Source: an optimization exercise on an open RTL-to-GDS flow (aim: small area and a short achievable clock period). Production flows keep margins and buffers that such runs may drop. Where RTL was checked, it was by simulation tests only, not by an equivalence proof against the original. Only the layout flow was run in run 1; the RTL was not checked for function there. No activity file was given, so power comes from the tool's default toggle rates.

$ cat flow/standard.sh
#!/bin/bash
# synth_recipe.tcl (not shown) runs the flow's synth.tcl, then flattens the netlist and writes it again
# the make line also repeats each setting of config.mk as NAME=value (left out here)
make -C /OpenROAD-flow-scripts/flow DESIGN_CONFIG=/design/flow/config.mk WORK_HOME=/design/flow/orfs CLKGATE_MAP_FILE= SYNTH_SCRIPT=/design/flow/synth_recipe.tcl "${@:-finish}"
$ cat flow/flow/run.sh
#!/bin/bash
# Standard layout (the standard.sh, unchanged synthesis) with two changes:
#  - the port buffers are buf_1 cells rather than the clkdlybuf4s50 delay cells
#    that buffer_ports picks by default (every port still gets its own buffer);
#  - clock tree synthesis runs without dummy loads, with the buffers listed below.
export BUFFER_PORTS_ARGS="-buffer_cell sky130_fd_sc_hd__buf_1"
export CTS_ARGS="-sink_clustering_enable -repair_clock_nets -dont_use_dummy_load -buf_list sky130_fd_sc_hd__clkbuf_16 -sink_clustering_size 30 -sink_clustering_max_diameter 100"
bash standard.sh > standard.log 2>&1
$ cat flow/constraint.sdc
create_clock -name core_clock -period 3.0 [get_ports {clk}]
set_input_delay 0.6000 -clock core_clock [delete_from_list [all_inputs] [get_ports {clk}]]
set_output_delay 0.6000 -clock core_clock [all_outputs]
set_load 0.01 [all_outputs]
$ cat flow/config.mk
export PLATFORM = sky130hd
export DESIGN_NAME = vec_multi_core
export DESIGN_NICKNAME = vec_multi_core
export VERILOG_FILES = /design/flow/design.v
export SDC_FILE = /design/flow/constraint.sdc
export NUM_CORES = 4
export LEC_CHECK = 0
export CAP_MARGIN = 20
export CORE_MARGIN = 2
export CORE_UTILIZATION = 40
export SLEW_MARGIN = 20
export SYNTH_HIERARCHICAL = 1
$ cat flow/design.v
`timescale 1ns / 1ps
module vec_multi_core #(
    parameter int LEN = 32,
    parameter int DATA_WIDTH = 8
) (
    input logic clk,
    input logic rst_n,
    input logic i_data_valid,
    input logic i_load_weight,
    input logic [LEN*DATA_WIDTH-1:0] i_data,
    input logic [2*LEN-1:0] i_weight,
    output logic o_data_ready,
    output logic signed [31:0] o_result
);
  logic [LEN-1:0] wp, wn;
  logic wv;
  always_ff @(posedge clk) begin
    if (i_load_weight) begin
      for (int i = 0; i < LEN; i++) begin
        wp[i] <= i_weight[2*i+1] & ~i_weight[2*i];
        wn[i] <= ~i_weight[2*i+1] & ~i_weight[2*i];
      end
    end
  end
  always_ff @(posedge clk or negedge rst_n) begin
    if (!rst_n) wv <= 1'b0;
    else if (i_load_weight) wv <= 1'b1;
  end
  logic [LEN*DATA_WIDTH-1:0] zq;
  always_comb begin
    for (int i = 0; i < LEN; i++) begin
      for (int j = 0; j < DATA_WIDTH; j++) begin
        if (j == DATA_WIDTH - 1) zq[8*i+j] = i_data[8*i+j] ? wp[i] : wn[i];
        else zq[8*i+j] = ~(i_data[8*i+j] ? wp[i] : wn[i]);
      end
    end
  end
  logic [133:0] r1;
  logic [47:0] r2;
  logic [24:0] r3;
  logic s1;
  logic c2;
  logic s3;
  logic c4;
  logic s5;
  logic c6;
  logic s7;
  logic c8;
  logic s9;
  logic c10;
  logic s11;
  logic c12;
  logic s13;
  logic c14;
  logic s15;
  logic c16;
  logic s17;
  logic c18;
  logic s19;
  logic c20;
  logic i21;
  logic s22;
  logic c23;
  logic s24;
  logic c25;
  logic s26;
  logic c27;
  logic s28;
  logic c29;
  logic s30;
  logic c31;
  logic s32;
  logic c33;
  logic s34;
  logic c35;
  logic s36;
  logic c37;
  logic s38;
  logic c39;
  logic s40;
  logic c41;
  logic s42;
  logic c43;
  logic s44;
  logic c45;
  logic s46;
  logic c47;
  logic s48;
  logic c49;
  logic s50;
  logic c51;
  logic s52;
  logic c53;
  logic s54;
  logic c55;
  logic i56;
  logic s57;
  logic c58;
  logic s59;
  logic c60;
  logic s61;
  logic c62;
  logic s63;
  logic c64;
  logic s65;
  logic c66;
  logic s67;
  logic c68;
  logic s69;
  logic c70;
  logic s71;
  logic c72;
  logic s73;
  logic c74;
  logic s75;
  logic c76;
  logic s77;
  logic c78;
  logic i79;
  logic s80;
  logic c81;
  logic s82;
  logic c83;
  logic s84;
  logic c85;
  logic s86;
  logic c87;
  logic s88;
  logic c89;
  logic s90;
  logic c91;
  logic s92;
  logic c93;
  logic s94;
  logic c95;
  logic s96;
  logic c97;
  logic s98;
  logic c99;
  logic i100;
  logic s101;
  logic c102;
  logic s103;
  logic c104;
  logic s105;
  logic c106;
  logic s107;
  logic c108;
  logic s109;
  logic c110;
  logic s111;
  logic c112;
  logic s113;
  logic c114;
  logic s115;
  logic c116;
  logic s117;
  logic c118;
  logic s119;
  logic c120;
  logic s121;
  logic c122;
  logic s123;
  logic c124;
  logic s125;
  logic c126;
  logic s127;
  logic c128;
  logic s129;
  logic c130;
  logic s131;
  logic c132;
  logic s133;
  logic c134;
  logic s135;
  logic c136;
  logic s137;
  logic c138;
  logic s139;
  logic c140;
  logic s141;
  logic c142;
  logic s143;
  logic c144;
  logic s145;
  logic c146;
  logic s147;
  logic c148;
  logic s149;
  logic c150;
  logic s151;
  logic c152;
  logic s153;
  logic c154;
  logic s155;
  logic c156;
  logic s157;
  logic c158;
  logic s159;
  logic c160;
  logic s161;
  logic c162;
  logic s163;
  logic c164;
  logic s165;
  logic c166;
  logic s167;
  logic c168;
  logic s169;
  logic c170;
  logic s171;
  logic c172;
  logic s173;
  logic c174;
  logic s175;
  logic c176;
  logic s177;
  logic c178;
  logic s179;
  logic c180;
  logic s181;
  logic c182;
  logic s183;
  logic c184;
  logic s185;
  logic c186;
  logic s187;
  logic c188;
  logic s189;
  logic c190;
  logic s191;
  logic c192;
  logic s193;
  logic c194;
  logic s195;
  logic c196;
  logic s197;
  logic c198;
  logic s199;
  logic c200;
  logic s201;
  logic c202;
  logic s203;
  logic c204;
  logic s205;
  logic c206;
  logic s207;
  logic c208;
  logic s209;
  logic c210;
  logic s211;
  logic c212;
  logic s213;
  logic c214;
  logic s215;
  logic c216;
  logic s217;
  logic c218;
  logic s219;
  logic c220;
  logic s221;
  logic c222;
  logic s223;
  logic c224;
  logic s225;
  logic c226;
  logic s227;
  logic c228;
  logic s229;
  logic c230;
  logic s231;
  logic c232;
  logic s233;
  logic c234;
  logic s235;
  logic c236;
  logic s237;
  logic c238;
  logic s239;
  logic c240;
  logic s241;
  logic c242;
  logic s243;
  logic c244;
  logic s245;
  logic c246;
  logic s247;
  logic c248;
  logic s249;
  logic c250;
  logic s251;
  logic c252;
  logic s253;
  logic c254;
  logic s255;
  logic c256;
  logic s257;
  logic c258;
  logic s259;
  logic c260;
  logic s261;
  logic c262;
  logic s263;
  logic c264;
  logic s265;
  logic c266;
  logic s267;
  logic c268;
  logic s269;
  logic c270;
  logic s271;
  logic c272;
  logic s273;
  logic c274;
  logic s275;
  logic c276;
  logic s277;
  logic c278;
  logic s279;
  logic c280;
  logic s281;
  logic c282;
  logic s283;
  logic c284;
  logic s285;
  logic c286;
  logic s287;
  logic c288;
  logic s289;
  logic c290;
  logic s291;
  logic c292;
  logic s293;
  logic c294;
  logic s295;
  logic c296;
  logic s297;
  logic c298;
  logic s299;
  logic c300;
  logic s301;
  logic c302;
  logic s303;
  logic c304;
  logic s305;
  logic c306;
  logic s307;
  logic c308;
  logic s309;
  logic c310;
  logic s311;
  logic c312;
  logic s313;
  logic c314;
  logic s315;
  logic c316;
  logic i317;
  logic s318;
  logic c319;
  logic s320;
  logic c321;
  logic s322;
  logic c323;
  logic s324;
  logic c325;
  logic s326;
  logic c327;
  logic s328;
  logic c329;
  logic s330;
  logic c331;
  logic s332;
  logic c333;
  logic s334;
  logic c335;
  logic i336;
  logic s337;
  logic c338;
  logic s339;
  logic c340;
  logic s341;
  logic c342;
  logic s343;
  logic c344;
  logic s345;
  logic c346;
  logic s347;
  logic c348;
  logic s349;
  logic c350;
  logic i351;
  logic s352;
  logic c353;
  logic s354;
  logic c355;
  logic s356;
  logic c357;
  logic s358;
  logic c359;
  logic s360;
  logic c361;
  logic s362;
  logic c363;
  logic s364;
  logic c365;
  logic s366;
  logic c367;
  logic s368;
  logic c369;
  logic s370;
  logic c371;
  logic s372;
  logic c373;
  logic s374;
  logic c375;
  logic s376;
  logic c377;
  logic s378;
  logic c379;
  logic i380;
  logic s381;
  logic c382;
  logic s383;
  logic c384;
  logic s385;
  logic c386;
  logic s387;
  logic c388;
  logic s389;
  logic c390;
  logic s391;
  logic c392;
  logic s393;
  logic c394;
  logic s395;
  logic c396;
  logic s397;
  logic c398;
  logic s399;
  logic c400;
  logic s401;
  logic c402;
  logic s403;
  logic c404;
  logic s405;
  logic c406;
  logic s407;
  logic c408;
  logic s409;
  logic c410;
  logic s411;
  logic c412;
  logic s413;
  logic c414;
  logic s415;
  logic c416;
  logic s417;
  logic c418;
  logic s419;
  logic c420;
  logic s421;
  logic c422;
  logic s423;
  logic c424;
  logic s425;
  logic c426;
  logic s427;
  logic c428;
  logic s429;
  logic c430;
  logic s431;
  logic c432;
  logic s433;
  logic c434;
  logic s435;
  logic c436;
  logic s437;
  logic c438;
  logic s439;
  logic c440;
  logic s441;
  logic c442;
  logic s443;
  logic c444;
  logic s445;
  logic c446;
  logic s447;
  logic c448;
  logic s449;
  logic c450;
  logic s451;
  logic c452;
  logic s453;
  logic c454;
  logic s455;
  logic c456;
  logic s457;
  logic c458;
  logic s459;
  logic c460;
  logic s461;
  logic c462;
  logic s463;
  logic c464;
  logic s465;
  logic c466;
  logic s467;
  logic c468;
  logic s469;
  logic c470;
  logic s471;
  logic c472;
  logic s473;
  logic c474;
  logic s475;
  logic c476;
  logic s477;
  logic c478;
  logic s479;
  logic c480;
  logic s481;
  logic c482;
  logic s483;
  logic c484;
  logic s485;
  logic c486;
  logic s487;
  logic c488;
  logic i489;
  logic s490;
  logic c491;
  logic i492;
  logic s493;
  logic c494;
  logic s495;
  logic c496;
  logic s497;
  logic c498;
  logic s499;
  logic c500;
  logic s501;
  logic c502;
  logic s503;
  logic c504;
  logic s505;
  logic c506;
  logic s507;
  logic c508;
  logic s509;
  logic c510;
  logic s511;
  logic c512;
  logic s513;
  logic c514;
  logic s515;
  logic c516;
  logic s517;
  logic c518;
  logic i519;
  logic s520;
  logic c521;
  logic i522;
  logic s523;
  logic c524;
  logic s525;
  logic c526;
  logic s527;
  logic c528;
  logic s529;
  logic c530;
  logic s531;
  logic c532;
  logic s533;
  logic c534;
  logic s535;
  logic c536;
  logic s537;
  logic c538;
  logic i539;
  logic s540;
  logic c541;
  logic i542;
  logic s543;
  logic c544;
  logic i545;
  logic s546;
  logic c547;
  logic s548;
  logic c549;
  logic s550;
  logic c551;
  logic s552;
  logic c553;
  logic s554;
  logic c555;
  logic s556;
  logic c557;
  logic s558;
  logic c559;
  logic s560;
  logic c561;
  logic s562;
  logic c563;
  vmc_fa u_s1 (.a(wn[0]), .b(wn[1]), .c(wn[2]), .s(s1), .co(c2));
  vmc_fa u_s3 (.a(wn[3]), .b(wn[4]), .c(wn[5]), .s(s3), .co(c4));
  vmc_fa u_s5 (.a(wn[6]), .b(wn[7]), .c(wn[8]), .s(s5), .co(c6));
  vmc_fa u_s7 (.a(wn[9]), .b(wn[10]), .c(wn[11]), .s(s7), .co(c8));
  vmc_fa u_s9 (.a(wn[12]), .b(wn[13]), .c(wn[14]), .s(s9), .co(c10));
  vmc_fa u_s11 (.a(wn[15]), .b(wn[16]), .c(wn[17]), .s(s11), .co(c12));
  vmc_fa u_s13 (.a(wn[18]), .b(wn[19]), .c(wn[20]), .s(s13), .co(c14));
  vmc_fa u_s15 (.a(wn[21]), .b(wn[22]), .c(wn[23]), .s(s15), .co(c16));
  vmc_fa u_s17 (.a(wn[24]), .b(wn[25]), .c(wn[26]), .s(s17), .co(c18));
  vmc_fa u_s19 (.a(wn[27]), .b(wn[28]), .c(wn[29]), .s(s19), .co(c20));
  assign i21 = ~zq[0];
  vmc_fa u_s22 (.a(wn[30]), .b(wn[31]), .c(i21), .s(s22), .co(c23));
  vmc_fa u_s24 (.a(zq[8]), .b(zq[16]), .c(zq[24]), .s(s24), .co(c25));
  vmc_fa u_s26 (.a(zq[32]), .b(zq[40]), .c(zq[48]), .s(s26), .co(c27));
  vmc_fa u_s28 (.a(zq[56]), .b(zq[64]), .c(zq[72]), .s(s28), .co(c29));
  vmc_fa u_s30 (.a(zq[80]), .b(zq[88]), .c(zq[96]), .s(s30), .co(c31));
  vmc_fa u_s32 (.a(zq[104]), .b(zq[112]), .c(zq[120]), .s(s32), .co(c33));
  vmc_fa u_s34 (.a(zq[128]), .b(zq[136]), .c(zq[144]), .s(s34), .co(c35));
  vmc_fa u_s36 (.a(zq[152]), .b(zq[160]), .c(zq[168]), .s(s36), .co(c37));
  vmc_fa u_s38 (.a(zq[176]), .b(zq[184]), .c(zq[192]), .s(s38), .co(c39));
  vmc_fa u_s40 (.a(zq[200]), .b(zq[208]), .c(zq[216]), .s(s40), .co(c41));
  vmc_fa u_s42 (.a(zq[224]), .b(zq[232]), .c(zq[240]), .s(s42), .co(c43));
  vmc_fa u_s44 (.a(s1), .b(s3), .c(s5), .s(s44), .co(c45));
  vmc_fa u_s46 (.a(s7), .b(s9), .c(s11), .s(s46), .co(c47));
  vmc_fa u_s48 (.a(s13), .b(s15), .c(s17), .s(s48), .co(c49));
  vmc_fa u_s50 (.a(zq[248]), .b(s24), .c(s26), .s(s50), .co(c51));
  vmc_fa u_s52 (.a(s28), .b(s30), .c(s32), .s(s52), .co(c53));
  vmc_fa u_s54 (.a(s34), .b(s36), .c(s38), .s(s54), .co(c55));
  assign i56 = ~s19;
  vmc_fa u_s57 (.a(i56), .b(s40), .c(s42), .s(s57), .co(c58));
  vmc_fa u_s59 (.a(zq[1]), .b(zq[9]), .c(zq[17]), .s(s59), .co(c60));
  vmc_fa u_s61 (.a(zq[25]), .b(zq[33]), .c(zq[41]), .s(s61), .co(c62));
  vmc_fa u_s63 (.a(zq[49]), .b(zq[57]), .c(zq[65]), .s(s63), .co(c64));
  vmc_fa u_s65 (.a(zq[73]), .b(zq[81]), .c(zq[89]), .s(s65), .co(c66));
  vmc_fa u_s67 (.a(zq[97]), .b(zq[105]), .c(zq[113]), .s(s67), .co(c68));
  vmc_fa u_s69 (.a(zq[121]), .b(zq[129]), .c(zq[137]), .s(s69), .co(c70));
  vmc_fa u_s71 (.a(zq[145]), .b(zq[153]), .c(zq[161]), .s(s71), .co(c72));
  vmc_fa u_s73 (.a(zq[169]), .b(zq[177]), .c(zq[185]), .s(s73), .co(c74));
  vmc_fa u_s75 (.a(zq[193]), .b(zq[201]), .c(zq[209]), .s(s75), .co(c76));
  vmc_fa u_s77 (.a(zq[217]), .b(zq[225]), .c(zq[233]), .s(s77), .co(c78));
  assign i79 = ~c2;
  vmc_fa u_s80 (.a(zq[241]), .b(zq[249]), .c(i79), .s(s80), .co(c81));
  vmc_fa u_s82 (.a(c4), .b(c6), .c(c8), .s(s82), .co(c83));
  vmc_fa u_s84 (.a(c10), .b(c12), .c(c14), .s(s84), .co(c85));
  vmc_fa u_s86 (.a(c16), .b(c18), .c(c20), .s(s86), .co(c87));
  vmc_fa u_s88 (.a(c25), .b(c27), .c(c29), .s(s88), .co(c89));
  vmc_fa u_s90 (.a(c31), .b(c33), .c(c35), .s(s90), .co(c91));
  vmc_fa u_s92 (.a(c37), .b(c39), .c(c41), .s(s92), .co(c93));
  vmc_fa u_s94 (.a(c43), .b(s59), .c(s61), .s(s94), .co(c95));
  vmc_fa u_s96 (.a(s63), .b(s65), .c(s67), .s(s96), .co(c97));
  vmc_fa u_s98 (.a(s69), .b(s71), .c(s73), .s(s98), .co(c99));
  assign i100 = ~c23;
  vmc_fa u_s101 (.a(s75), .b(s77), .c(i100), .s(s101), .co(c102));
  vmc_fa u_s103 (.a(zq[2]), .b(zq[10]), .c(zq[18]), .s(s103), .co(c104));
  vmc_fa u_s105 (.a(zq[26]), .b(zq[34]), .c(zq[42]), .s(s105), .co(c106));
  vmc_fa u_s107 (.a(zq[50]), .b(zq[58]), .c(zq[66]), .s(s107), .co(c108));
  vmc_fa u_s109 (.a(zq[74]), .b(zq[82]), .c(zq[90]), .s(s109), .co(c110));
  vmc_fa u_s111 (.a(zq[98]), .b(zq[106]), .c(zq[114]), .s(s111), .co(c112));
  vmc_fa u_s113 (.a(zq[122]), .b(zq[130]), .c(zq[138]), .s(s113), .co(c114));
  vmc_fa u_s115 (.a(zq[146]), .b(zq[154]), .c(zq[162]), .s(s115), .co(c116));
  vmc_fa u_s117 (.a(zq[170]), .b(zq[178]), .c(zq[186]), .s(s117), .co(c118));
  vmc_fa u_s119 (.a(zq[194]), .b(zq[202]), .c(zq[210]), .s(s119), .co(c120));
  vmc_fa u_s121 (.a(zq[218]), .b(zq[226]), .c(zq[234]), .s(s121), .co(c122));
  vmc_fa u_s123 (.a(zq[242]), .b(zq[250]), .c(c60), .s(s123), .co(c124));
  vmc_fa u_s125 (.a(c62), .b(c64), .c(c66), .s(s125), .co(c126));
  vmc_fa u_s127 (.a(c68), .b(c70), .c(c72), .s(s127), .co(c128));
  vmc_fa u_s129 (.a(c74), .b(c76), .c(c78), .s(s129), .co(c130));
  vmc_fa u_s131 (.a(s103), .b(s105), .c(s107), .s(s131), .co(c132));
  vmc_fa u_s133 (.a(s109), .b(s111), .c(s113), .s(s133), .co(c134));
  vmc_fa u_s135 (.a(s115), .b(s117), .c(s119), .s(s135), .co(c136));
  vmc_fa u_s137 (.a(zq[3]), .b(zq[11]), .c(zq[19]), .s(s137), .co(c138));
  vmc_fa u_s139 (.a(zq[27]), .b(zq[35]), .c(zq[43]), .s(s139), .co(c140));
  vmc_fa u_s141 (.a(zq[51]), .b(zq[59]), .c(zq[67]), .s(s141), .co(c142));
  vmc_fa u_s143 (.a(zq[75]), .b(zq[83]), .c(zq[91]), .s(s143), .co(c144));
  vmc_fa u_s145 (.a(zq[99]), .b(zq[107]), .c(zq[115]), .s(s145), .co(c146));
  vmc_fa u_s147 (.a(zq[123]), .b(zq[131]), .c(zq[139]), .s(s147), .co(c148));
  vmc_fa u_s149 (.a(zq[147]), .b(zq[155]), .c(zq[163]), .s(s149), .co(c150));
  vmc_fa u_s151 (.a(zq[171]), .b(zq[179]), .c(zq[187]), .s(s151), .co(c152));
  vmc_fa u_s153 (.a(zq[195]), .b(zq[203]), .c(zq[211]), .s(s153), .co(c154));
  vmc_fa u_s155 (.a(zq[219]), .b(zq[227]), .c(zq[235]), .s(s155), .co(c156));
  vmc_fa u_s157 (.a(zq[243]), .b(zq[251]), .c(c104), .s(s157), .co(c158));
  vmc_fa u_s159 (.a(c106), .b(c108), .c(c110), .s(s159), .co(c160));
  vmc_fa u_s161 (.a(c112), .b(c114), .c(c116), .s(s161), .co(c162));
  vmc_fa u_s163 (.a(c118), .b(c120), .c(c122), .s(s163), .co(c164));
  vmc_fa u_s165 (.a(s137), .b(s139), .c(s141), .s(s165), .co(c166));
  vmc_fa u_s167 (.a(s143), .b(s145), .c(s147), .s(s167), .co(c168));
  vmc_fa u_s169 (.a(s149), .b(s151), .c(s153), .s(s169), .co(c170));
  vmc_fa u_s171 (.a(zq[4]), .b(zq[12]), .c(zq[20]), .s(s171), .co(c172));
  vmc_fa u_s173 (.a(zq[28]), .b(zq[36]), .c(zq[44]), .s(s173), .co(c174));
  vmc_fa u_s175 (.a(zq[52]), .b(zq[60]), .c(zq[68]), .s(s175), .co(c176));
  vmc_fa u_s177 (.a(zq[76]), .b(zq[84]), .c(zq[92]), .s(s177), .co(c178));
  vmc_fa u_s179 (.a(zq[100]), .b(zq[108]), .c(zq[116]), .s(s179), .co(c180));
  vmc_fa u_s181 (.a(zq[124]), .b(zq[132]), .c(zq[140]), .s(s181), .co(c182));
  vmc_fa u_s183 (.a(zq[148]), .b(zq[156]), .c(zq[164]), .s(s183), .co(c184));
  vmc_fa u_s185 (.a(zq[172]), .b(zq[180]), .c(zq[188]), .s(s185), .co(c186));
  vmc_fa u_s187 (.a(zq[196]), .b(zq[204]), .c(zq[212]), .s(s187), .co(c188));
  vmc_fa u_s189 (.a(zq[220]), .b(zq[228]), .c(zq[236]), .s(s189), .co(c190));
  vmc_fa u_s191 (.a(zq[244]), .b(zq[252]), .c(c138), .s(s191), .co(c192));
  vmc_fa u_s193 (.a(c140), .b(c142), .c(c144), .s(s193), .co(c194));
  vmc_fa u_s195 (.a(c146), .b(c148), .c(c150), .s(s195), .co(c196));
  vmc_fa u_s197 (.a(c152), .b(c154), .c(c156), .s(s197), .co(c198));
  vmc_fa u_s199 (.a(s171), .b(s173), .c(s175), .s(s199), .co(c200));
  vmc_fa u_s201 (.a(s177), .b(s179), .c(s181), .s(s201), .co(c202));
  vmc_fa u_s203 (.a(s183), .b(s185), .c(s187), .s(s203), .co(c204));
  vmc_fa u_s205 (.a(zq[5]), .b(zq[13]), .c(zq[21]), .s(s205), .co(c206));
  vmc_fa u_s207 (.a(zq[29]), .b(zq[37]), .c(zq[45]), .s(s207), .co(c208));
  vmc_fa u_s209 (.a(zq[53]), .b(zq[61]), .c(zq[69]), .s(s209), .co(c210));
  vmc_fa u_s211 (.a(zq[77]), .b(zq[85]), .c(zq[93]), .s(s211), .co(c212));
  vmc_fa u_s213 (.a(zq[101]), .b(zq[109]), .c(zq[117]), .s(s213), .co(c214));
  vmc_fa u_s215 (.a(zq[125]), .b(zq[133]), .c(zq[141]), .s(s215), .co(c216));
  vmc_fa u_s217 (.a(zq[149]), .b(zq[157]), .c(zq[165]), .s(s217), .co(c218));
  vmc_fa u_s219 (.a(zq[173]), .b(zq[181]), .c(zq[189]), .s(s219), .co(c220));
  vmc_fa u_s221 (.a(zq[197]), .b(zq[205]), .c(zq[213]), .s(s221), .co(c222));
  vmc_fa u_s223 (.a(zq[221]), .b(zq[229]), .c(zq[237]), .s(s223), .co(c224));
  vmc_fa u_s225 (.a(zq[245]), .b(zq[253]), .c(c172), .s(s225), .co(c226));
  vmc_fa u_s227 (.a(c174), .b(c176), .c(c178), .s(s227), .co(c228));
  vmc_fa u_s229 (.a(c180), .b(c182), .c(c184), .s(s229), .co(c230));
  vmc_fa u_s231 (.a(c186), .b(c188), .c(c190), .s(s231), .co(c232));
  vmc_fa u_s233 (.a(s205), .b(s207), .c(s209), .s(s233), .co(c234));
  vmc_fa u_s235 (.a(s211), .b(s213), .c(s215), .s(s235), .co(c236));
  vmc_fa u_s237 (.a(s217), .b(s219), .c(s221), .s(s237), .co(c238));
  vmc_fa u_s239 (.a(zq[6]), .b(zq[14]), .c(zq[22]), .s(s239), .co(c240));
  vmc_fa u_s241 (.a(zq[30]), .b(zq[38]), .c(zq[46]), .s(s241), .co(c242));
  vmc_fa u_s243 (.a(zq[54]), .b(zq[62]), .c(zq[70]), .s(s243), .co(c244));
  vmc_fa u_s245 (.a(zq[78]), .b(zq[86]), .c(zq[94]), .s(s245), .co(c246));
  vmc_fa u_s247 (.a(zq[102]), .b(zq[110]), .c(zq[118]), .s(s247), .co(c248));
  vmc_fa u_s249 (.a(zq[126]), .b(zq[134]), .c(zq[142]), .s(s249), .co(c250));
  vmc_fa u_s251 (.a(zq[150]), .b(zq[158]), .c(zq[166]), .s(s251), .co(c252));
  vmc_fa u_s253 (.a(zq[174]), .b(zq[182]), .c(zq[190]), .s(s253), .co(c254));
  vmc_fa u_s255 (.a(zq[198]), .b(zq[206]), .c(zq[214]), .s(s255), .co(c256));
  vmc_fa u_s257 (.a(zq[222]), .b(zq[230]), .c(zq[238]), .s(s257), .co(c258));
  vmc_fa u_s259 (.a(zq[246]), .b(zq[254]), .c(c206), .s(s259), .co(c260));
  vmc_fa u_s261 (.a(c208), .b(c210), .c(c212), .s(s261), .co(c262));
  vmc_fa u_s263 (.a(c214), .b(c216), .c(c218), .s(s263), .co(c264));
  vmc_fa u_s265 (.a(c220), .b(c222), .c(c224), .s(s265), .co(c266));
  vmc_fa u_s267 (.a(s239), .b(s241), .c(s243), .s(s267), .co(c268));
  vmc_fa u_s269 (.a(s245), .b(s247), .c(s249), .s(s269), .co(c270));
  vmc_fa u_s271 (.a(s251), .b(s253), .c(s255), .s(s271), .co(c272));
  vmc_fa u_s273 (.a(zq[7]), .b(zq[15]), .c(zq[23]), .s(s273), .co(c274));
  vmc_fa u_s275 (.a(zq[31]), .b(zq[39]), .c(zq[47]), .s(s275), .co(c276));
  vmc_fa u_s277 (.a(zq[55]), .b(zq[63]), .c(zq[71]), .s(s277), .co(c278));
  vmc_fa u_s279 (.a(zq[79]), .b(zq[87]), .c(zq[95]), .s(s279), .co(c280));
  vmc_fa u_s281 (.a(zq[103]), .b(zq[111]), .c(zq[119]), .s(s281), .co(c282));
  vmc_fa u_s283 (.a(zq[127]), .b(zq[135]), .c(zq[143]), .s(s283), .co(c284));
  vmc_fa u_s285 (.a(zq[151]), .b(zq[159]), .c(zq[167]), .s(s285), .co(c286));
  vmc_fa u_s287 (.a(zq[175]), .b(zq[183]), .c(zq[191]), .s(s287), .co(c288));
  vmc_fa u_s289 (.a(zq[199]), .b(zq[207]), .c(zq[215]), .s(s289), .co(c290));
  vmc_fa u_s291 (.a(zq[223]), .b(zq[231]), .c(zq[239]), .s(s291), .co(c292));
  vmc_fa u_s293 (.a(zq[247]), .b(zq[255]), .c(c240), .s(s293), .co(c294));
  vmc_fa u_s295 (.a(c242), .b(c244), .c(c246), .s(s295), .co(c296));
  vmc_fa u_s297 (.a(c248), .b(c250), .c(c252), .s(s297), .co(c298));
  vmc_fa u_s299 (.a(c254), .b(c256), .c(c258), .s(s299), .co(c300));
  vmc_fa u_s301 (.a(s273), .b(s275), .c(s277), .s(s301), .co(c302));
  vmc_fa u_s303 (.a(s279), .b(s281), .c(s283), .s(s303), .co(c304));
  vmc_fa u_s305 (.a(s285), .b(s287), .c(s289), .s(s305), .co(c306));
  vmc_fa u_s307 (.a(c274), .b(c276), .c(c278), .s(s307), .co(c308));
  vmc_fa u_s309 (.a(c280), .b(c282), .c(c284), .s(s309), .co(c310));
  vmc_fa u_s311 (.a(c286), .b(c288), .c(c290), .s(s311), .co(c312));
  vmc_fa u_s313 (.a(r1[0]), .b(r1[1]), .c(r1[2]), .s(s313), .co(c314));
  vmc_fa u_s315 (.a(r1[4]), .b(r1[5]), .c(r1[6]), .s(s315), .co(c316));
  assign i317 = ~r1[7];
  vmc_fa u_s318 (.a(r1[3]), .b(i317), .c(s313), .s(s318), .co(c319));
  vmc_fa u_s320 (.a(r1[8]), .b(r1[9]), .c(r1[10]), .s(s320), .co(c321));
  vmc_fa u_s322 (.a(r1[11]), .b(r1[12]), .c(r1[13]), .s(s322), .co(c323));
  vmc_fa u_s324 (.a(r1[14]), .b(r1[15]), .c(r1[16]), .s(s324), .co(c325));
  vmc_fa u_s326 (.a(r1[17]), .b(r1[18]), .c(r1[19]), .s(s326), .co(c327));
  vmc_fa u_s328 (.a(r1[20]), .b(r1[21]), .c(r1[22]), .s(s328), .co(c329));
  vmc_fa u_s330 (.a(r1[23]), .b(r1[24]), .c(r1[25]), .s(s330), .co(c331));
  vmc_fa u_s332 (.a(c314), .b(s320), .c(s322), .s(s332), .co(c333));
  vmc_fa u_s334 (.a(c316), .b(s324), .c(s326), .s(s334), .co(c335));
  assign i336 = ~c319;
  vmc_fa u_s337 (.a(s328), .b(s330), .c(i336), .s(s337), .co(c338));
  vmc_fa u_s339 (.a(r1[27]), .b(r1[28]), .c(r1[29]), .s(s339), .co(c340));
  vmc_fa u_s341 (.a(r1[26]), .b(r1[30]), .c(r1[31]), .s(s341), .co(c342));
  vmc_fa u_s343 (.a(r1[32]), .b(r1[33]), .c(r1[34]), .s(s343), .co(c344));
  vmc_fa u_s345 (.a(r1[35]), .b(r1[36]), .c(r1[37]), .s(s345), .co(c346));
  vmc_fa u_s347 (.a(r1[38]), .b(r1[39]), .c(r1[40]), .s(s347), .co(c348));
  vmc_fa u_s349 (.a(r1[41]), .b(r1[42]), .c(r1[43]), .s(s349), .co(c350));
  assign i351 = ~r1[44];
  vmc_fa u_s352 (.a(i351), .b(c321), .c(c323), .s(s352), .co(c353));
  vmc_fa u_s354 (.a(c325), .b(c327), .c(c329), .s(s354), .co(c355));
  vmc_fa u_s356 (.a(c331), .b(s341), .c(s343), .s(s356), .co(c357));
  vmc_fa u_s358 (.a(s345), .b(s347), .c(s349), .s(s358), .co(c359));
  vmc_fa u_s360 (.a(s339), .b(c333), .c(s352), .s(s360), .co(c361));
  vmc_fa u_s362 (.a(c335), .b(s354), .c(s356), .s(s362), .co(c363));
  vmc_fa u_s364 (.a(r1[45]), .b(r1[46]), .c(r1[47]), .s(s364), .co(c365));
  vmc_fa u_s366 (.a(r1[48]), .b(r1[49]), .c(r1[50]), .s(s366), .co(c367));
  vmc_fa u_s368 (.a(r1[51]), .b(r1[52]), .c(r1[53]), .s(s368), .co(c369));
  vmc_fa u_s370 (.a(r1[54]), .b(r1[55]), .c(r1[56]), .s(s370), .co(c371));
  vmc_fa u_s372 (.a(r1[57]), .b(r1[58]), .c(r1[59]), .s(s372), .co(c373));
  vmc_fa u_s374 (.a(c342), .b(c344), .c(c346), .s(s374), .co(c375));
  vmc_fa u_s376 (.a(c348), .b(c350), .c(s364), .s(s376), .co(c377));
  vmc_fa u_s378 (.a(s366), .b(s368), .c(s370), .s(s378), .co(c379));
  assign i380 = ~s372;
  vmc_fa u_s381 (.a(c340), .b(i380), .c(c353), .s(s381), .co(c382));
  vmc_fa u_s383 (.a(c355), .b(c357), .c(c359), .s(s383), .co(c384));
  vmc_fa u_s385 (.a(s374), .b(s376), .c(s378), .s(s385), .co(c386));
  vmc_fa u_s387 (.a(r1[60]), .b(r1[61]), .c(r1[62]), .s(s387), .co(c388));
  vmc_fa u_s389 (.a(r1[63]), .b(r1[64]), .c(r1[65]), .s(s389), .co(c390));
  vmc_fa u_s391 (.a(r1[66]), .b(r1[67]), .c(r1[68]), .s(s391), .co(c392));
  vmc_fa u_s393 (.a(r1[69]), .b(r1[70]), .c(r1[71]), .s(s393), .co(c394));
  vmc_fa u_s395 (.a(r1[72]), .b(r1[73]), .c(r1[74]), .s(s395), .co(c396));
  vmc_fa u_s397 (.a(c365), .b(c367), .c(c369), .s(s397), .co(c398));
  vmc_fa u_s399 (.a(c371), .b(c373), .c(s387), .s(s399), .co(c400));
  vmc_fa u_s401 (.a(s389), .b(s391), .c(s393), .s(s401), .co(c402));
  vmc_fa u_s403 (.a(s395), .b(c375), .c(c377), .s(s403), .co(c404));
  vmc_fa u_s405 (.a(c379), .b(s397), .c(s399), .s(s405), .co(c406));
  vmc_fa u_s407 (.a(r1[75]), .b(r1[76]), .c(r1[77]), .s(s407), .co(c408));
  vmc_fa u_s409 (.a(r1[78]), .b(r1[79]), .c(r1[80]), .s(s409), .co(c410));
  vmc_fa u_s411 (.a(r1[81]), .b(r1[82]), .c(r1[83]), .s(s411), .co(c412));
  vmc_fa u_s413 (.a(r1[84]), .b(r1[85]), .c(r1[86]), .s(s413), .co(c414));
  vmc_fa u_s415 (.a(r1[87]), .b(r1[88]), .c(r1[89]), .s(s415), .co(c416));
  vmc_fa u_s417 (.a(c388), .b(c390), .c(c392), .s(s417), .co(c418));
  vmc_fa u_s419 (.a(c394), .b(c396), .c(s407), .s(s419), .co(c420));
  vmc_fa u_s421 (.a(s409), .b(s411), .c(s413), .s(s421), .co(c422));
  vmc_fa u_s423 (.a(s415), .b(c398), .c(c400), .s(s423), .co(c424));
  vmc_fa u_s425 (.a(c402), .b(s417), .c(s419), .s(s425), .co(c426));
  vmc_fa u_s427 (.a(r1[90]), .b(r1[91]), .c(r1[92]), .s(s427), .co(c428));
  vmc_fa u_s429 (.a(r1[93]), .b(r1[94]), .c(r1[95]), .s(s429), .co(c430));
  vmc_fa u_s431 (.a(r1[96]), .b(r1[97]), .c(r1[98]), .s(s431), .co(c432));
  vmc_fa u_s433 (.a(r1[99]), .b(r1[100]), .c(r1[101]), .s(s433), .co(c434));
  vmc_fa u_s435 (.a(r1[102]), .b(r1[103]), .c(r1[104]), .s(s435), .co(c436));
  vmc_fa u_s437 (.a(c408), .b(c410), .c(c412), .s(s437), .co(c438));
  vmc_fa u_s439 (.a(c414), .b(c416), .c(s427), .s(s439), .co(c440));
  vmc_fa u_s441 (.a(s429), .b(s431), .c(s433), .s(s441), .co(c442));
  vmc_fa u_s443 (.a(s435), .b(c418), .c(c420), .s(s443), .co(c444));
  vmc_fa u_s445 (.a(c422), .b(s437), .c(s439), .s(s445), .co(c446));
  vmc_fa u_s447 (.a(r1[105]), .b(r1[106]), .c(r1[107]), .s(s447), .co(c448));
  vmc_fa u_s449 (.a(r1[108]), .b(r1[109]), .c(r1[110]), .s(s449), .co(c450));
  vmc_fa u_s451 (.a(r1[111]), .b(r1[112]), .c(r1[113]), .s(s451), .co(c452));
  vmc_fa u_s453 (.a(r1[114]), .b(r1[115]), .c(r1[116]), .s(s453), .co(c454));
  vmc_fa u_s455 (.a(r1[117]), .b(r1[118]), .c(r1[119]), .s(s455), .co(c456));
  vmc_fa u_s457 (.a(c428), .b(c430), .c(c432), .s(s457), .co(c458));
  vmc_fa u_s459 (.a(c434), .b(c436), .c(s447), .s(s459), .co(c460));
  vmc_fa u_s461 (.a(s449), .b(s451), .c(s453), .s(s461), .co(c462));
  vmc_fa u_s463 (.a(s455), .b(c438), .c(c440), .s(s463), .co(c464));
  vmc_fa u_s465 (.a(c442), .b(s457), .c(s459), .s(s465), .co(c466));
  vmc_fa u_s467 (.a(r1[120]), .b(r1[121]), .c(r1[122]), .s(s467), .co(c468));
  vmc_fa u_s469 (.a(r1[123]), .b(r1[124]), .c(r1[125]), .s(s469), .co(c470));
  vmc_fa u_s471 (.a(r1[126]), .b(r1[127]), .c(r1[128]), .s(s471), .co(c472));
  vmc_fa u_s473 (.a(r1[129]), .b(r1[130]), .c(c448), .s(s473), .co(c474));
  vmc_fa u_s475 (.a(c450), .b(c452), .c(c454), .s(s475), .co(c476));
  vmc_fa u_s477 (.a(c456), .b(s467), .c(s469), .s(s477), .co(c478));
  vmc_fa u_s479 (.a(s471), .b(c458), .c(c460), .s(s479), .co(c480));
  vmc_fa u_s481 (.a(c462), .b(s473), .c(s475), .s(s481), .co(c482));
  vmc_fa u_s483 (.a(r1[131]), .b(r1[132]), .c(r1[133]), .s(s483), .co(c484));
  vmc_fa u_s485 (.a(c468), .b(c470), .c(c472), .s(s485), .co(c486));
  vmc_fa u_s487 (.a(s483), .b(c474), .c(c476), .s(s487), .co(c488));
  assign i489 = ~r2[9];
  assign s490 = ~(i489 ^ r2[10]);
  assign c491 = i489 | r2[10];
  assign i492 = ~r2[15];
  vmc_fa u_s493 (.a(r2[14]), .b(i492), .c(r2[16]), .s(s493), .co(c494));
  assign s495 = ~(r2[17] ^ r2[18]);
  assign c496 = r2[17] | r2[18];
  vmc_fa u_s497 (.a(r2[20]), .b(r2[21]), .c(r2[22]), .s(s497), .co(c498));
  assign s499 = ~(r2[23] ^ r2[24]);
  assign c500 = r2[23] | r2[24];
  vmc_fa u_s501 (.a(r2[25]), .b(r2[26]), .c(r2[27]), .s(s501), .co(c502));
  assign s503 = ~(r2[28] ^ r2[29]);
  assign c504 = r2[28] | r2[29];
  vmc_fa u_s505 (.a(r2[30]), .b(r2[31]), .c(r2[32]), .s(s505), .co(c506));
  assign s507 = ~(r2[33] ^ r2[34]);
  assign c508 = r2[33] | r2[34];
  vmc_fa u_s509 (.a(r2[35]), .b(r2[36]), .c(r2[37]), .s(s509), .co(c510));
  assign s511 = ~(r2[38] ^ r2[39]);
  assign c512 = r2[38] | r2[39];
  vmc_fa u_s513 (.a(r2[40]), .b(r2[41]), .c(r2[42]), .s(s513), .co(c514));
  assign s515 = ~(r2[43] ^ r2[44]);
  assign c516 = r2[43] | r2[44];
  assign s517 = ~(r2[45] ^ r2[46]);
  assign c518 = r2[45] | r2[46];
  assign i519 = ~r2[5];
  vmc_ha u_s520 (.a(i519), .b(r2[6]), .s(s520), .co(c521));
  assign i522 = ~r2[11];
  vmc_fa u_s523 (.a(i522), .b(r2[12]), .c(r2[13]), .s(s523), .co(c524));
  vmc_fa u_s525 (.a(r2[19]), .b(s495), .c(c491), .s(s525), .co(c526));
  vmc_fa u_s527 (.a(s499), .b(c496), .c(s497), .s(s527), .co(c528));
  vmc_fa u_s529 (.a(s503), .b(c500), .c(s501), .s(s529), .co(c530));
  vmc_fa u_s531 (.a(s507), .b(c504), .c(s505), .s(s531), .co(c532));
  vmc_fa u_s533 (.a(s511), .b(c508), .c(s509), .s(s533), .co(c534));
  vmc_fa u_s535 (.a(s515), .b(c512), .c(s513), .s(s535), .co(c536));
  vmc_fa u_s537 (.a(r2[47]), .b(s517), .c(c516), .s(s537), .co(c538));
  assign i539 = ~r2[2];
  assign s540 = ~(i539 ^ r2[3]);
  assign c541 = i539 | r2[3];
  assign i542 = ~s520;
  vmc_fa u_s543 (.a(r2[7]), .b(r2[8]), .c(i542), .s(s543), .co(c544));
  assign i545 = ~c521;
  vmc_fa u_s546 (.a(s490), .b(i545), .c(s523), .s(s546), .co(c547));
  vmc_fa u_s548 (.a(s493), .b(c524), .c(s525), .s(s548), .co(c549));
  vmc_fa u_s550 (.a(c494), .b(c526), .c(s527), .s(s550), .co(c551));
  vmc_fa u_s552 (.a(c498), .b(s529), .c(c528), .s(s552), .co(c553));
  vmc_fa u_s554 (.a(c502), .b(s531), .c(c530), .s(s554), .co(c555));
  vmc_fa u_s556 (.a(c506), .b(s533), .c(c532), .s(s556), .co(c557));
  vmc_fa u_s558 (.a(c510), .b(s535), .c(c534), .s(s558), .co(c559));
  vmc_fa u_s560 (.a(c514), .b(s537), .c(c536), .s(s560), .co(c561));
  assign s562 = ~(c518 ^ c538);
  assign c563 = c518 | c538;
  logic [4:1] vld;
  logic [4:1] wvp;
  always_ff @(posedge clk or negedge rst_n) begin
    if (!rst_n) vld <= '0;
    else vld <= {vld[3:1], i_data_valid};
  end
  always_ff @(posedge clk) begin
    wvp <= {wvp[3:1], wv};
  end
  always_ff @(posedge clk) begin
      r1[0] <= s22;
      r1[1] <= s44;
      r1[2] <= s46;
      r1[3] <= s48;
      r1[4] <= s50;
      r1[5] <= s52;
      r1[6] <= s54;
      r1[7] <= s57;
      r1[8] <= c45;
      r1[9] <= c47;
      r1[10] <= c49;
      r1[11] <= s82;
      r1[12] <= s84;
      r1[13] <= s86;
      r1[14] <= s80;
      r1[15] <= c51;
      r1[16] <= c53;
      r1[17] <= c55;
      r1[18] <= c58;
      r1[19] <= s88;
      r1[20] <= s90;
      r1[21] <= s92;
      r1[22] <= s94;
      r1[23] <= s96;
      r1[24] <= s98;
      r1[25] <= s101;
      r1[26] <= s121;
      r1[27] <= c83;
      r1[28] <= c85;
      r1[29] <= c87;
      r1[30] <= c81;
      r1[31] <= c89;
      r1[32] <= c91;
      r1[33] <= c93;
      r1[34] <= c95;
      r1[35] <= c97;
      r1[36] <= c99;
      r1[37] <= s123;
      r1[38] <= s125;
      r1[39] <= s127;
      r1[40] <= s129;
      r1[41] <= s131;
      r1[42] <= s133;
      r1[43] <= s135;
      r1[44] <= c102;
      r1[45] <= s155;
      r1[46] <= c124;
      r1[47] <= c126;
      r1[48] <= c128;
      r1[49] <= c130;
      r1[50] <= c132;
      r1[51] <= c134;
      r1[52] <= c136;
      r1[53] <= s157;
      r1[54] <= s159;
      r1[55] <= s161;
      r1[56] <= s163;
      r1[57] <= s165;
      r1[58] <= s167;
      r1[59] <= s169;
      r1[60] <= s189;
      r1[61] <= c158;
      r1[62] <= c160;
      r1[63] <= c162;
      r1[64] <= c164;
      r1[65] <= c166;
      r1[66] <= c168;
      r1[67] <= c170;
      r1[68] <= s191;
      r1[69] <= s193;
      r1[70] <= s195;
      r1[71] <= s197;
      r1[72] <= s199;
      r1[73] <= s201;
      r1[74] <= s203;
      r1[75] <= s223;
      r1[76] <= c192;
      r1[77] <= c194;
      r1[78] <= c196;
      r1[79] <= c198;
      r1[80] <= c200;
      r1[81] <= c202;
      r1[82] <= c204;
      r1[83] <= s225;
      r1[84] <= s227;
      r1[85] <= s229;
      r1[86] <= s231;
      r1[87] <= s233;
      r1[88] <= s235;
      r1[89] <= s237;
      r1[90] <= s257;
      r1[91] <= c226;
      r1[92] <= c228;
      r1[93] <= c230;
      r1[94] <= c232;
      r1[95] <= c234;
      r1[96] <= c236;
      r1[97] <= c238;
      r1[98] <= s259;
      r1[99] <= s261;
      r1[100] <= s263;
      r1[101] <= s265;
      r1[102] <= s267;
      r1[103] <= s269;
      r1[104] <= s271;
      r1[105] <= s291;
      r1[106] <= c260;
      r1[107] <= c262;
      r1[108] <= c264;
      r1[109] <= c266;
      r1[110] <= c268;
      r1[111] <= c270;
      r1[112] <= c272;
      r1[113] <= s293;
      r1[114] <= s295;
      r1[115] <= s297;
      r1[116] <= s299;
      r1[117] <= s301;
      r1[118] <= s303;
      r1[119] <= s305;
      r1[120] <= c292;
      r1[121] <= c294;
      r1[122] <= c296;
      r1[123] <= c298;
      r1[124] <= c300;
      r1[125] <= c302;
      r1[126] <= c304;
      r1[127] <= c306;
      r1[128] <= s307;
      r1[129] <= s309;
      r1[130] <= s311;
      r1[131] <= c308;
      r1[132] <= c310;
      r1[133] <= c312;
  end
  always_ff @(posedge clk) begin
      r2[0] <= s315;
      r2[1] <= s318;
      r2[2] <= s332;
      r2[3] <= s334;
      r2[4] <= s337;
      r2[5] <= s358;
      r2[6] <= s360;
      r2[7] <= s362;
      r2[8] <= c338;
      r2[9] <= c361;
      r2[10] <= c363;
      r2[11] <= s381;
      r2[12] <= s383;
      r2[13] <= s385;
      r2[14] <= s401;
      r2[15] <= c382;
      r2[16] <= c384;
      r2[17] <= c386;
      r2[18] <= s403;
      r2[19] <= s405;
      r2[20] <= s421;
      r2[21] <= c404;
      r2[22] <= c406;
      r2[23] <= s423;
      r2[24] <= s425;
      r2[25] <= s441;
      r2[26] <= c424;
      r2[27] <= c426;
      r2[28] <= s443;
      r2[29] <= s445;
      r2[30] <= s461;
      r2[31] <= c444;
      r2[32] <= c446;
      r2[33] <= s463;
      r2[34] <= s465;
      r2[35] <= s477;
      r2[36] <= c464;
      r2[37] <= c466;
      r2[38] <= s479;
      r2[39] <= s481;
      r2[40] <= c478;
      r2[41] <= s485;
      r2[42] <= c480;
      r2[43] <= c482;
      r2[44] <= s487;
      r2[45] <= c484;
      r2[46] <= c486;
      r2[47] <= c488;
  end
  always_ff @(posedge clk) begin
      r3[0] <= r2[0];
      r3[1] <= r2[1];
      r3[2] <= r2[4];
      r3[3] <= s540;
      r3[4] <= s543;
      r3[5] <= c541;
      r3[6] <= s546;
      r3[7] <= c544;
      r3[8] <= s548;
      r3[9] <= c547;
      r3[10] <= s550;
      r3[11] <= c549;
      r3[12] <= s552;
      r3[13] <= c551;
      r3[14] <= s554;
      r3[15] <= c553;
      r3[16] <= s556;
      r3[17] <= c555;
      r3[18] <= s558;
      r3[19] <= c557;
      r3[20] <= s560;
      r3[21] <= c559;
      r3[22] <= s562;
      r3[23] <= c561;
      r3[24] <= c563;
  end
  logic [13:0] fa, fb, res;
  assign fa = {1'b1, 1'b1, ~r3[22], ~r3[20], ~r3[18], ~r3[16], ~r3[14], ~r3[12], ~r3[10], ~r3[8], ~r3[6], ~r3[4], ~r3[2], ~r3[0]};
  assign fb = {1'b0, ~r3[24], ~r3[23], ~r3[21], ~r3[19], ~r3[17], ~r3[15], ~r3[13], ~r3[11], ~r3[9], ~r3[7], ~r3[5], ~r3[3], r3[1]};
  always_ff @(posedge clk) res <= wvp[3] ? fa + fb : '0;
  assign o_result = {{18{res[13]}}, res};
  assign o_data_ready = vld[4];
endmodule
module vmc_fa (
    input  logic a,
    input  logic b,
    input  logic c,
    output logic s,
    output logic co
);
  assign s  = a ^ b ^ c;
  assign co = (a & b) | (a & c) | (b & c);
endmodule
module vmc_ha (
    input  logic a,
    input  logic b,
    output logic s,
    output logic co
);
  assign s  = a ^ b;
  assign co = a & b;
endmodule
==> impl_metrics.py, run 1 <==
metrics = {
    "worst_hold_path": {
        "whs_path_depth": 1,
        "hold_class": "input pin to flip-flop",
    },
    "routing": {
        "drt-vias-per-instance": 4.70,
        "wl_per_cell_um": 21.7,
        "wirelength_um": 42200,
        "drt_first_pass_iters": 4,
        "postRouteAntennaNets": 0,
        "num_vias": 9155,
        "drc": 0,
        "drt_iter0_drc": 320,
    },
    "die": {
        "rows": 73,
        "die_w_um": 204,
        "initial_core_util_pct": 40.4,
        "die_area_mm2": 0.0417,
        "num_io_pins": 357,
        "die_h_um": 204,
        "core_mm2": 0.0396,
    },
    "critical_path": {
        "cp_data_arrival_time_ns": 2.49,
        "crit_path_end_kind": "flip-flop",
        "criticalPathCategory": "flip-flop to flip-flop",
        "crit_path_max_incr_delay_ns": 0.43,
        "ff2ff_path_depth": 9,
        "critPathMaxFanout": 3,
        "slowest_stage": "a2111oi_0",
        "required_ns": 3.38,
        "path_cells": "inv_1 > ha_1 > inv_1 > fa_1 > and2b_1 > o211ai_1 > nand2_1 > a2111oi_0 > a2111oi_0",
        "critPathLaunchType": "flip-flop",
    },
    "grt": {
        "use_met1_pct": 25.9,
        "met3_usage_pct": 2.73,
        "grt_max_degree": 31,
        "busiest_layer": "met2",
        "grt_pass1_wl_um": 62100,
        "gr-usage-met2_pct": 37.3,
        "first_global_vias": 10300,
        "antenna_found_initial": 0,
        "grt_usage_pct": 20.7,
        "overflow": 0,
    },
    "power_and_ir_drop": {
        "seq_power_share_pct": 39.4,
        "power_w": 0.0175,
        "internal_power_w": 0.0107,
        "p_sw_w": 0.00688,
        "leakage_nw": 7.42,
        "power_density_mw_per_mm2": 965,
        "pwr-share-clk_pct": 12.1,
        "vdd_drop_max_mv": 0.399,
        "pwr-share-comb_pct": 48.5,
        "power.share.switching_pct": 39.2,
    },
    "timing": {
        "slew_headroom_pct": 60.1,
        "min_period_over_period_pct": 70.3,
        "finClkSkew_ns": 0.0628,
        "tns_ns": 0,
        "rsz0062_at_grt": "no",
        "whs_ns": 0.204,
        "timing.fmax_mhz": 474,
        "finalSetupViolations": 0,
        "slew_viol_final": 0,
        "period_minus_slack_ns": 2.11,
        "hold_violations": 0,
        "tightest_slew_ns": 0.599,
    },
    "clock_tree": {
        "path_clk_slew_ns": 0.11,
        "cts.sinks": 293,
        "cts_buffers": 15,
        "clock_path_buffers": 3,
        "clkLatencyLatePin_ns": 0.51,
        "cts-root-buf": "clkbuf_16",
        "cts_resized": 0,
        "cts_tree": "yes",
        "cts.htree.levels": 1,
    },
    "final_layout": {
        "drive_above_1_share_pct": 4.08,
        "synthToLayoutAreaGrowth_pct": 13.4,
        "layout.cells.most_common": "buf_1",
        "nets": 2035,
        "layout_common_cells": "buf_1, fa_1, mux2i_1, dfxtp_1, inv_1",
        "antenna_cells": 0,
        "fin_util_pct": 45.9,
    },
    "logic_synthesis": {
        "synth_nets": 1707,
        "synth_mux_area_share_pct": 16.3,
        "ys_types": 42,
        "synth_area_per_cell_um2": 14.6,
        "synth-adder-area-share_pct": 34.8,
        "synth_top_area_cell": "fa_1",
        "yosys_register_bits": 293,
        "synth_area_leaders": "fa_1, dfxtp_1, mux2i_1",
        "synthCells": 1096,
        "synth-xor-area-share_pct": 0.164,
        "ys_seq_area_share_pct": 40.7,
        "synth-warning-count": 7,
        "synth_top_family_by_area": "adder cells",
        "syn_area_mm2": 0.0160,
        "synth-compound-area-share_pct": 1.41,
        "synth_top_area_share_pct": 33.0,
        "synthSimpleGateAreaFrac_pct": 3.33,
    },
    "placement": {
        "dp_hpwl_um": 36600,
        "gp_congestion": 0.855,
        "portBuffers": 356,
    },
    "run": {
        "cap_viol_max_count": 0,
    },
    "status": {
        "status": "finished clean",
    },
}
==> cells in the mapped netlist <==
master / count
a2111oi_0: 2
a211o_1: 2
a211oi_1: 1
a21bo_2: 1
a21boi_0: 1
a21o_1: 2
a21oi_1: 6
a21oi_4: 1
a221oi_2: 1
a41oi_2: 1
and2_1: 2
and2b_1: 1
and3_1: 1
and4_1: 1
buf_4: 18
clkbuf_1: 31
clkinv_1: 1
dfrtp_1: 5
dfxtp_1: 224
edfxtp_1: 64
fa_1: 264
ha_1: 23
inv_1: 72
mux2_2: 33
mux2i_1: 224
nand2_1: 5
nand2_2: 1
nand2b_1: 2
nand3_1: 4
nor2_1: 43
nor2b_1: 35
nor3_1: 7
nor4_1: 1
o211ai_1: 2
o21a_1: 5
o21ai_0: 1
o22ai_1: 1
o31a_1: 1
or2_0: 1
or2_2: 1
or3_1: 1
xor2_1: 3
==> metrics by stage <==
step	cell area [um^2]	std cells	setup slack (ns)
after global routing	18200	1947	0.694
after global placement	17800	1931	0.742
final	18200	1947	0.891
after detailed placement	17800	1931	0.765
after floorplan	16000	1096	0.982
after CTS	18200	1947	0.852
==> path summary, 6_finish.rpt <==
check / from / to / slack, ns
setup reg to reg: r3[0] / res[8] / 0.89
hold / removal: i_data_valid / vld[1] / 0.20
max in group asynchronous: rst_n / wv / 2.29
min in group asynchronous: rst_n / vld[4] / 0.49
hold reg to reg: wvp[1] / wvp[2] / 0.33
setup / recovery: r3[0] / res[8] / 0.89
==> Yosys stat by module (local to each module, per instance) <==
module	cells inside	copies in the design
vec_multi_core	832	1
vmc_fa	1	263
vmc_ha	1	1
==> layout make-up <==
| type | count | area, um^2 |
|---|---|---|
| Fill cell | 3659 | 21500 |
| Multi-Input combinational cell | 681 | 8970 |
| Sequential cell | 293 | 6530 |
| Clock buffer | 15 | 375 |
| Inverter | 73 | 274 |
| Timing Repair Buffer | 360 | 1370 |
| Tap cell | 525 | 657 |
==> cells by family (layout without fill, tap and decap cells) <==
kind of cell,Yosys count,in the layout
multiplexers,257,257
AO/OA/AOI/OAI,28,28
flip-flops,293,293
adder cells (fa/ha/maj),287,287
XOR/XNOR,3,3
AND/OR/NAND/NOR,106,106
buffers and inverters,122,448
==> critical path, delay by kind of cell (launching register included) <==
family	cells	cell delay [ns]
AO/OA/AOI/OAI	3	0.67
adder cells (fa/ha/maj)	2	0.54
buffers and inverters	2	0.11
flip-flops	1	0.31
AND/OR/NAND/NOR	2	0.36
==> registers in the layout, indices dropped and copies added, names as in the netlist <==
register and cells:
wvp 3, r3 25, r1 134, wp 32, vld 4, wv 1, wn 32, r2 48
res 14
==> power groups by stage <==
stage,logic [W],registers [W],clock network [W]
detailed placement,0.00863,0.00707,0
global placement,0.00836,0.00706,0
CTS,0.00865,0.00697,0.00221
finish,0.00851,0.00692,0.00212
floorplan,0.00579,0.00649,0
global route,0.00990,0.00707,0.00233
==> layer usage <==
metal	wire length [um]	share of wire [%]	vias to the layer above
li1	-	-	4240
met1	17100	41	4620
met2	22000	52	241
met3	1730	4.1	54
met4	1320	3.1	0
met5	0	0	-
==> what timing repair did <==
| item | 4_1_cts | 5_1_grt |
|---|---|---|
| setup endpoints to repair | 0 | 0 |
| buffers inserted | 0 | 0 |
| hold buffers | 1 | 0 |
| hold endpoints to repair | 5 | 0 |
==> run 2: changes to the inputs <==
--- a/flow/design.v
+++ b/flow/design.v
@@ -1123,8 +1123,9 @@
       r3[24] <= c563;
   end
-  logic [13:0] fa, fb, res;
+  logic [13:0] fa, fb, sum, res;
   assign fa = {1'b1, 1'b1, ~r3[22], ~r3[20], ~r3[18], ~r3[16], ~r3[14], ~r3[12], ~r3[10], ~r3[8], ~r3[6], ~r3[4], ~r3[2], ~r3[0]};
   assign fb = {1'b0, ~r3[24], ~r3[23], ~r3[21], ~r3[19], ~r3[17], ~r3[15], ~r3[13], ~r3[11], ~r3[9], ~r3[7], ~r3[5], ~r3[3], r3[1]};
-  always_ff @(posedge clk) res <= wvp[3] ? fa + fb : '0;
+  assign sum = fa + fb;
+  always_ff @(posedge clk) res <= wvp[3] ? sum : '0;
   assign o_result = {{18{res[13]}}, res};
   assign o_data_ready = vld[4];
--- a/flow/config.mk
+++ b/flow/config.mk
@@ -9,4 +9,5 @@
 export CORE_MARGIN = 2
 export CORE_UTILIZATION = 40
+export SETUP_SLACK_MARGIN = 1.0
 export SLEW_MARGIN = 20
 export SYNTH_HIERARCHICAL = 1
==> run 2 against run 1 <==
Cell area rose by 3.3%. Routed wire length up 1.0%. Worst hold slack better by 0.0044 ns. Still clean on timing, DRC and antenna. Die area decreased by 0.58%. Largest cell class unchanged. Power grew 1.1%. Critical endpoint is now r1[117]. Utilization increased by 1.6 points. Sequential share of layout area down 1.1 points. Synthesized area down 0.59%. Clock power about the same. Maximum frequency is 5.9% higher.
==> impl_metrics.py, run 2 <==
metrics = {
    "critical_path": {
        "required_ns": 3.36,
        "critPathLaunchType": "flip-flop",
        "reg2reg_from": "wp[1]",
        "r2r-end": "r1[117]",
        "ff2ff_path_depth": 3,
        "criticalPathCategory": "flip-flop to flip-flop",
        "critPathMaxFanout": 8,
        "cp_data_arrival_time_ns": 2.35,
        "rrSetupSlack_ns": 1.01,
        "crit_path_end_kind": "flip-flop",
    },
    "placement": {
        "gp_congestion": 0.901,
        "dp.cells": 1927,
        "placed_area_mm2": 0.0178,
        "dp_hpwl_um": 36100,
        "portBuffers": 356,
    },
    "timing": {
        "timing.fmax_mhz": 502,
        "whs_ns": 0.208,
        "min_period_over_period_pct": 66.4,
        "rsz0062_at_grt": "yes",
        "slew_headroom_pct": 53.8,
        "period_minus_slack_ns": 1.99,
        "hold_violations": 0,
        "finClkSkew_ns": 0.0576,
        "tns_ns": 0,
        "tightest_slew_ns": 0.692,
        "slew_viol_final": 0,
        "finalSetupViolations": 0,
    },
    "status": {
        "status": "finished clean",
    },
    "logic_synthesis": {
        "synthArstFlopShare_pct": 1.71,
        "synth_top_area_share_pct": 33.2,
        "syn_area_mm2": 0.0159,
        "ys_seq_area_share_pct": 41.0,
        "synth_nets": 1674,
        "synth-warning-count": 7,
        "synth_commonest_cells": "fa_1, mux2i_1, dfxtp_1, inv_1, edfxtp_1",
        "synth_edf_count": 64,
        "synth_area_per_cell_um2": 15.0,
        "synthCells": 1063,
        "synth_area_leaders": "fa_1, dfxtp_1, mux2i_1",
        "yosys_register_bits": 293,
        "synthFlopType": "dfxtp_1",
        "synth.most_common_cell": "fa_1",
        "synth_top_area_cell": "fa_1",
        "ys_types": 43,
    },
    "worst_hold_path": {
        "whs_path_depth": 1,
        "hold_class": "input pin to flip-flop",
        "hold_end": "vld[1]",
        "hold_start": "i_data_valid",
    },
    "routing": {
        "wl_per_cell_um": 21.3,
        "postRouteAntennaNets": 0,
        "drt_first_pass_iters": 4,
        "drt_iter0_drc": 377,
        "num_vias": 9295,
        "drt-vias-per-instance": 4.64,
        "wirelength_um": 42700,
        "drc": 0,
    },
    "clock_tree": {
        "cts_tree": "yes",
        "cts-root-buf": "clkbuf_16",
        "clkLatencyLatePin_ns": 0.51,
        "path_clk_slew_ns": 0.11,
        "cts_buffers": 15,
        "clock_path_buffers": 3,
        "cts.htree.levels": 1,
        "cts.sinks": 293,
    },
    "die": {
        "die_h_um": 204,
        "rows": 73,
        "die_w_um": 204,
        "initial_core_util_pct": 40.3,
        "die_area_mm2": 0.0414,
        "num_io_pins": 357,
        "core_mm2": 0.0395,
    },
    "power_and_ir_drop": {
        "power_density_mw_per_mm2": 944,
        "power_w": 0.0177,
        "vdd_drop_max_mv": 0.483,
        "leakage_nw": 7.74,
    },
    "grt": {
        "first_global_vias": 10600,
        "grt_max_degree": 32,
        "overflow": 0,
        "grt_usage_pct": 21.1,
        "antenna_found_initial": 1,
        "grt_pass1_wl_um": 63500,
    },
    "final_layout": {
        "largest_register_ffs": 134,
        "final-instance-count-excl-fill": 2004,
        "synthToLayoutAreaGrowth_pct": 17.9,
        "drive_above_1_share_pct": 10.4,
        "regMostFlops": "r1",
        "layout_common_cells": "buf_1, fa_1, mux2i_1, dfxtp_1, inv_1",
        "nets": 2091,
        "layout.cells.most_common": "buf_1",
        "final_area_mm2": 0.0188,
        "biggestRegsByFlops": "r1: 134 flops, r2: 48 flops",
    },
    "run": {
        "cap_viol_max_count": 0,
    },
}
## run 2: where the power goes
group | internal, W | switching (W)
Sequential | 0.00578 | 0.00109
Clock | 0.000903 | 0.00121
Combinational | 0.00416 | 0.00459
## run 2: layout make-up
class                      instances  area (um^2)
clock buffer                      15          375
timing repair buffer             419         1810
multi-input combinational        677         9120
tap                              525          657
sequential                       293         6550
antenna                            1         2.50
inverter                          74          278
fill                            3605        20800
## run 2: worst max-delay path by stage
stage	from	to
final	wp[1]	r1[117]
after floorplan	i_data[63]	r1[117]
after global routing	wn[21]	r1[24]
after CTS	wn[0]	r1[117]
after detailed placement	i_data[95]	r1[118]
after global placement	i_data[160]	r1[6]
## run 2: logic make-up after synthesis
kind of cell    synth area share [%]
simple gates                    3.22
xor+xnor                       0.220
fa+ha+maj                       35.0
mux                             16.6
buf+inv                         2.62
flops                           41.0
compound gates                  1.38
## run 2: through the flow
step	worst slack [ns]	util, %
final	1.01	47.5
after global routing	0.942	47.5
after CTS	0.985	46.5
after detailed placement	0.734	45.1
after global placement	0.732	45.1
after floorplan	1.00	-
## run 2: timing repair
item                                    in CTS  in global routing
gates resized for setup                      8                 31
hold endpoints to repair                     5                  0
pin swaps                                    0                 18
endpoints found under the setup margin      11                 55
hold buffers                                 1                  0
buffers inserted                            21                 39
## run 2: metal layers
layer	track usage (%)	routed length [um]	part of all wire [%]	vias up
met5	0	0	0	-
met4	4.28	922	2.2	0
met3	2.00	1400	3.3	48
met2	38.9	22600	53	245
met1	27.0	17700	42	4669
li1	-	-	-	4333
## run 2: per-module statistics from Yosys (local to each module, per instance)
module / cell area (um^2) / copies in the design
vec_multi_core: 10700 / 1
vmc_ha: 12.5 / 1
vmc_fa: 20.0 / 263
## run 2: critical path, cell delays in order, from the launching register on
cell	delay (ns)
edfxtp_1	0.53
mux2_2	0.34
fa_2	0.58
fa_1	0.41
==> run 3: changes to the inputs <==
--- a/flow/config.mk
+++ b/flow/config.mk
@@ -9,5 +9,5 @@
 export CORE_MARGIN = 2
 export CORE_UTILIZATION = 40
-export SETUP_SLACK_MARGIN = 1.0
+export SETUP_SLACK_MARGIN = 0.9
 export SLEW_MARGIN = 20
 export SYNTH_HIERARCHICAL = 1
==> run 3 against run 2 <==
Still clean. Critical path type unchanged. Flip-flop and latch count unchanged. Count of clock-buffer cells in the layout unchanged. Largest cell class unchanged. Maximum frequency decreased by 3.0%. Clock skew decreased by 0.016 ns. Critical path depth unchanged.
==> impl_metrics.py, run 3 <==
metrics = {
    "timing": {
        "tightest_slew_ns": 0.697,
        "finClkSkew_ns": 0.0415,
        "rsz0062_at_grt": "yes",
        "min_period_over_period_pct": 68.5,
        "timing.fmax_mhz": 487,
        "finalSetupViolations": 0,
        "tns_ns": 0,
        "hold_violations": 0,
        "slew_viol_final": 0,
        "period_minus_slack_ns": 2.05,
    },
    "final_layout": {
        "drive_above_1_share_pct": 5.12,
        "synthToLayoutAreaGrowth_pct": 14.6,
        "fillers": 3566,
        "final-seq-area_mm2": 0.00653,
        "regMostFlops": "r1",
        "nets": 2040,
    },
    "routing": {
        "drt_iter0_drc": 399,
        "postRouteAntennaNets": 0,
        "drc": 0,
        "wl_per_cell_um": 21.4,
        "num_vias": 9185,
        "drt_first_pass_iters": 4,
        "met2_length_um": 22100,
    },
    "run": {
        "cap_viol_max_count": 0,
    },
    "clock_tree": {
        "cts_buffers": 15,
        "cts.htree.levels": 1,
        "cts_tree": "yes",
    },
    "logic_synthesis": {
        "synth_top_area_share_pct": 33.2,
        "syn_area_mm2": 0.0159,
        "synth_commonest_cells": "fa_1, mux2i_1, dfxtp_1, inv_1, edfxtp_1",
        "synth_edf_count": 64,
        "synth-warning-count": 7,
        "synthArstFlopShare_pct": 1.71,
        "synthCells": 1063,
        "yosys_register_bits": 293,
    },
    "die": {
        "rows": 73,
        "die_h_um": 204,
    },
    "placement": {
        "portBuffers": 356,
        "gp_congestion": 0.876,
    },
    "power_and_ir_drop": {
        "leakage_nw": 7.47,
    },
    "grt": {
        "grt_usage_pct": 20.6,
        "overflow": 0,
        "grt_pass1_wl_um": 61700,
    },
    "worst_hold_path": {
        "hold_start": "i_data_valid",
    },
    "critical_path": {
        "cp_data_arrival_time_ns": 2.45,
        "crit_start": "wn[9]",
        "crit_path_end_kind": "flip-flop",
        "reg2reg_from": "wn[9]",
    },
    "status": {
        "status": "finished clean",
    },
}
-- run 3: logic make-up (layout without fill, tap and decap cells) --
family / after synthesis / after routing / share of synthesized area, %
AOI/OAI and AO/OA: 28 / 28 / 1.38
xor gates and xnor gates: 4 / 4 / 0.220
adders and majority gates: 287 / 287 / 35.0
buffers and inverters: 93 / 457 / 2.62
DFF: 293 / 293 / 41.0
muxes: 260 / 260 / 16.6
other: 0 / 1 / 0
and+or+nand+nor: 98 / 98 / 3.22
-- run 3: final timing paths --
kind / endpoint / slack, ns / cells past startpoint
max in group asynchronous: vld[1] / 2.30 / 2
min: vld[1] / 0.24 / 1
max: r1[118] / 0.95 / 3
min reg2reg: vld[2] / 0.32 / 0
min in group asynchronous: vld[4] / 0.46 / 2
max reg2reg: r1[118] / 0.95 / 3
-- run 3: cell type report --
type	instances	area share, %
Multi-Input combinational cell	677	49.2
Sequential cell	293	35.8
Timing Repair Buffer	368	7.82
Tap cell	525	3.60
Clock buffer	15	2.06
Inverter	74	1.52
Antenna cell	1	0.0137
-- run 3: worst max-delay path: stages, from the launching register on --
cell      delay (ns)
edfxtp_1        0.57
mux2_2          0.35
fa_1            0.56
fa_1            0.50
-- run 3: modules after synthesis, one instance, submodules excluded --
module          flops+latches  cells inside  times used
vec_multi_core            293           799           1
vmc_ha                      0             1           1
vmc_fa                      0             1         263
-- run 3: repair_timing --
| item | in CTS | in global routing |
|---|---|---|
| gates resized for setup | 0 | 1 |
| hold buffers | 1 | 0 |
| endpoints found under the hold margin | 5 | 0 |
| endpoints found under the setup margin | 0 | 6 |
| buffers inserted | 0 | 9 |
-- run 3: per-stage QoR --
stage	instance area [um^2]	instances	utilization (%)	setup slack, ns	power (W)
2_1_floorplan	15900	1063	-	0.982	0.0123
4_1_cts	18200	1943	46.0	0.906	0.0179
5_1_grt	18300	1952	46.2	0.897	0.0194
3_3_place_gp	17800	1927	45.0	0.771	0.0155
6_report	18300	1953	46.2	0.946	0.0177
3_5_place_dp	17800	1927	45.0	0.743	0.0157
-- run 3: per-layer routing --
metal,track usage [%],up-vias
met1,26.0,4664
met4,5.14,0
met2,37.6,248
met5,0,-
met3,2.44,43
li1,-,4230
-- run 3: where the power goes --
group          switching, W  internal, W  total, W
Combinational       0.00455      0.00407   0.00862
Sequential          0.00114      0.00577   0.00691
Clock               0.00124     0.000904   0.00214

==> afterwards: timing with drivers on the ports <==
The flow's constraints put no driver on any port. The routed layouts listed below were extracted and timed again, unchanged, in two steps. Step 1, drivers: a clkbuf_16 drives clk and a buf_2 each remaining input, both assumed. Step 2 also shifts input and output timing later by t, the mid clock arrival at the registers, as if the neighbouring blocks saw the same clock. a / b / c = ideal ports / drivers / drivers and shift; a / b = the first two.
run | t, ns | setup WS [ns]
run 1 | 0.531 | 0.891 / 0.891 / 0.805
run 2 | 0.532 | 1.007 / 1.007 / 0.778
run 3 | 0.542 | 0.946 / 0.946 / 0.756
After both steps setup and hold are still met in every run listed.
